This design comes from an exercise in tuning for small area and a short achievable clock period on the open sky130 flow, not from production work.
Function was checked by simulation only, so behaviour that the tests miss may differ from the original.
Power and IR drop assume default switching activity.

## job 6356
Design vec_multi_core, start of the top module:
module vec_multi_core #(
    parameter int LEN = 32,
    parameter int DATA_WIDTH = 8
) (
    input logic clk,
    input logic rst_n,
    input logic i_data_valid,
    input logic i_load_weight,
    input logic [LEN*DATA_WIDTH-1:0] i_data,
    input logic [2*LEN-1:0] i_weight,
    output logic o_data_ready,
    output logic signed [31:0] o_result
);
Size in the first run: ~360 I/O pins.
export LEC_CHECK = 0
export CAP_MARGIN = 20
export CORE_MARGIN = 2
export CORE_UTILIZATION = 40
export SETUP_SLACK_MARGIN = 0.95
export SLEW_MARGIN = 20
export SYNTH_HIERARCHICAL = 1
create_clock -name core_clock -period 3.0 [get_ports {clk}]
standard.sh (not shown) runs the stock make flow with config.mk's settings and CLKGATE_MAP_FILE= SYNTH_SCRIPT=/design/flow/synth_recipe.tcl, a recipe that flattens the netlist after the stock synthesis.
==> flow/flow/run.sh <==
#!/bin/bash
# Standard layout (the standard.sh, unchanged synthesis) with two changes:
#  - the port buffers are buf_1 cells rather than the clkdlybuf4s50 delay cells
#    that buffer_ports picks by default (every port still gets its own buffer);
#  - clock tree synthesis runs without dummy loads, with the buffers listed below.
export BUFFER_PORTS_ARGS="-buffer_cell sky130_fd_sc_hd__buf_1"
export CTS_ARGS="-sink_clustering_enable -repair_clock_nets -dont_use_dummy_load -buf_list sky130_fd_sc_hd__clkbuf_16 -sink_clustering_size 30 -sink_clustering_max_diameter 100"
bash standard.sh > standard.log 2>&1
diff inputs: job 6356 => job 1730
-- flow/config.mk --
<<< job 6356, line 8
export CAP_MARGIN = 20
export CORE_MARGIN = 2
export CORE_UTILIZATION = 40
export SETUP_SLACK_MARGIN = 0.95
export SLEW_MARGIN = 20
export SYNTH_HIERARCHICAL = 1
>>> job 1730, line 8
export CAP_MARGIN = 20
export CORE_MARGIN = 2
export CORE_UTILIZATION = 70
export SETUP_SLACK_MARGIN = 0.9
export SLEW_MARGIN = 20
export SYNTH_HIERARCHICAL = 1
Against job 6356, the final cell area of job 1730 is lower. r1[119] as the destination of the critical timing path was reported by job 1730, and r1[117] by job 6356. Overall power consumption delta (job 6356 -> job 1730): insignificant. Relative max-transition margin down 14 points in job 1730 wrt job 6356. Number of placement rows shrinks by more than 10% when moving from job 6356 to job 1730.
Here is what was changed in the inputs of job 8153 compared with job 1730.
-- flow/config.mk --
<<< job 1730, line 6
export NUM_CORES = 4
export LEC_CHECK = 0
export CAP_MARGIN = 20
export CORE_MARGIN = 2
export CORE_UTILIZATION = 70
export SETUP_SLACK_MARGIN = 0.9
export SLEW_MARGIN = 20
>>> job 8153, line 6
export NUM_CORES = 4
export LEC_CHECK = 0
export ABC_AREA = 1
export CAP_MARGIN = 20
export CORE_MARGIN = 2
export CORE_UTILIZATION = 40
export SETUP_SLACK_MARGIN = 0.9
export SLEW_MARGIN = 20
### Flow results
On critical path depth, job 8153 tracks job 1730 almost exactly. Diff job 8153..job 1730 | final-report setup violation count | unchanged. Combinational share of power for job 8153 is lower than for job 1730. The worst setup slack on job 1730 is in line with that on job 8153. Across both runs, global-route wire length before repair was higher for job 8153 than for job 1730. Status: worst path required time parity (job 1730, job 8153). Comparing job 1730 and job 8153, utilization of the core after routing is higher on job 1730. Taking job 1730 as the reference point, the clock network contribution to total cell area of job 8153 rises by 0.38 points. Of job 1730 and job 8153, the run reporting the higher synthesis-to-finish area growth was job 8153.
[inputs] job 1311 vs job 8153
==> flow/config.mk <==
export PLATFORM = sky130hd
export DESIGN_NAME = vec_multi_core
export DESIGN_NICKNAME = vec_multi_core
export VERILOG_FILES = /design/flow/design.v
export SDC_FILE = /design/flow/constraint.sdc
export NUM_CORES = 4
export LEC_CHECK = 0
export CAP_MARGIN = 20
export CORE_MARGIN = 2
export CORE_UTILIZATION = 40
export SETUP_SLACK_MARGIN = 0.8
export SLEW_MARGIN = 20
export SYNTH_HIERARCHICAL = 1
When job 1311 is set beside job 8153, its final critical-path share of the clock period turns out to be 0.85 points larger.
Taking job 8153 as the reference point, the number of filler instances in the final layout of job 1311 falls by about 3.3%.
Compared with job 8153, the detailed router inserted fewer vias in job 1311.
Having completed the whole flow, job 1311 delivered a layout that passed the timing, DRC and antenna checks.
Share of final-layout standard cells stronger than drive strength 1 ends up lower on job 8153.
Against job 8153, job 1311 comes in 1 lower on number of buffers created by CTS.
Compared with job 8153, job 1311 shows a higher routed length per placed instance.
The following lists how job 4275 was set up differently from job 1311:
-- flow/config.mk --
<<< job 1311, line 9
export CORE_MARGIN = 2
export CORE_UTILIZATION = 40
export SETUP_SLACK_MARGIN = 0.8
export SLEW_MARGIN = 20
export SYNTH_HIERARCHICAL = 1
>>> job 4275, line 9
export CORE_MARGIN = 2
export CORE_UTILIZATION = 40
export SETUP_SLACK_MARGIN = 0.9
export SLEW_MARGIN = 20
export SYNTH_HIERARCHICAL = 1
--- outcome ---
Relative to job 1311, the final cell area reported for job 4275 is higher. The higher critical path depth of job 4275 and job 1311 is in job 4275. Result: PASS for each of job 4275 and job 1311. Wire length of job 4275 is on par with job 1311. Met3 layer usage reported by global route came out exactly the same in job 4275 and job 1311. Diff job 1311 -> job 4275: post-layout minimum cycle time saw a decrease, reported leakage power has increased.
Relative to job 4275, the following input files were edited for job 6754:
-- flow/config.mk --
<<< job 4275, line 8
export CAP_MARGIN = 20
export CORE_MARGIN = 2
export CORE_UTILIZATION = 40
export SETUP_SLACK_MARGIN = 0.9
export SLEW_MARGIN = 20
>>> job 6754, line 8
export CAP_MARGIN = 20
export CORE_MARGIN = 2
export CORE_UTILIZATION = 55
export SETUP_SLACK_MARGIN = 0.9
export SLEW_MARGIN = 20
--- outcome ---
Internal power of the cells delta (job 6754 − job 4275): favourable. The run showing the greater portion of total power attributed to combinational logic is job 6754. Maximum frequency of job 6754 falls short of that of job 4275 slightly.

[what the ideal ports hide]
How much do the figures lean on ideal ports? The routed layouts below were timed once more, with nothing changed but the port constraints. Step 1 sets driving cells, clkbuf_16 on the clock port and buf_2 on the other inputs (assumed; they add their load-dependent delay and slew). Step 2 moves the port delays by t, midway between the first and last clock arrival at a register: inputs arrive t later, outputs are due t later. That takes back most of the time a late clock gives input paths. Three values: no drivers, after step 1, after step 2; two values: the first two.
| run | t (ns) | slack for setup (ns) | slew at the worst register clock pin (ns) | worst data-port slew with drivers (ns) | cell pins on the clock port's net |
|---|---|---|---|---|---|
| job 6356 | 0.541 | 0.943 / 0.943 / 0.758 | 0.12 / 0.12 | 0.07 | 1 |
| job 1730 | 0.528 | 0.936 / 0.936 / 0.736 | 0.12 / 0.12 | 0.07 | 1 |
| job 8153 | 0.551 | 0.935 / 0.935 / 0.766 | 0.11 / 0.11 | 0.08 | 1 |
| job 1311 | 0.540 | 0.910 / 0.910 / 0.763 | 0.12 / 0.12 | 0.08 | 1 |
| job 4275 | 0.541 | 0.948 / 0.948 / 0.756 | 0.12 / 0.12 | 0.07 | 1 |
| job 6754 | 0.539 | 0.930 / 0.930 / 0.780 | 0.11 / 0.11 | 0.08 | 1 |
After both steps setup and hold are still met in every run listed. For job 1730, which loses most, drivers alone change the setup slack by 0.000 ns; drivers and shift together by -0.200 ns.
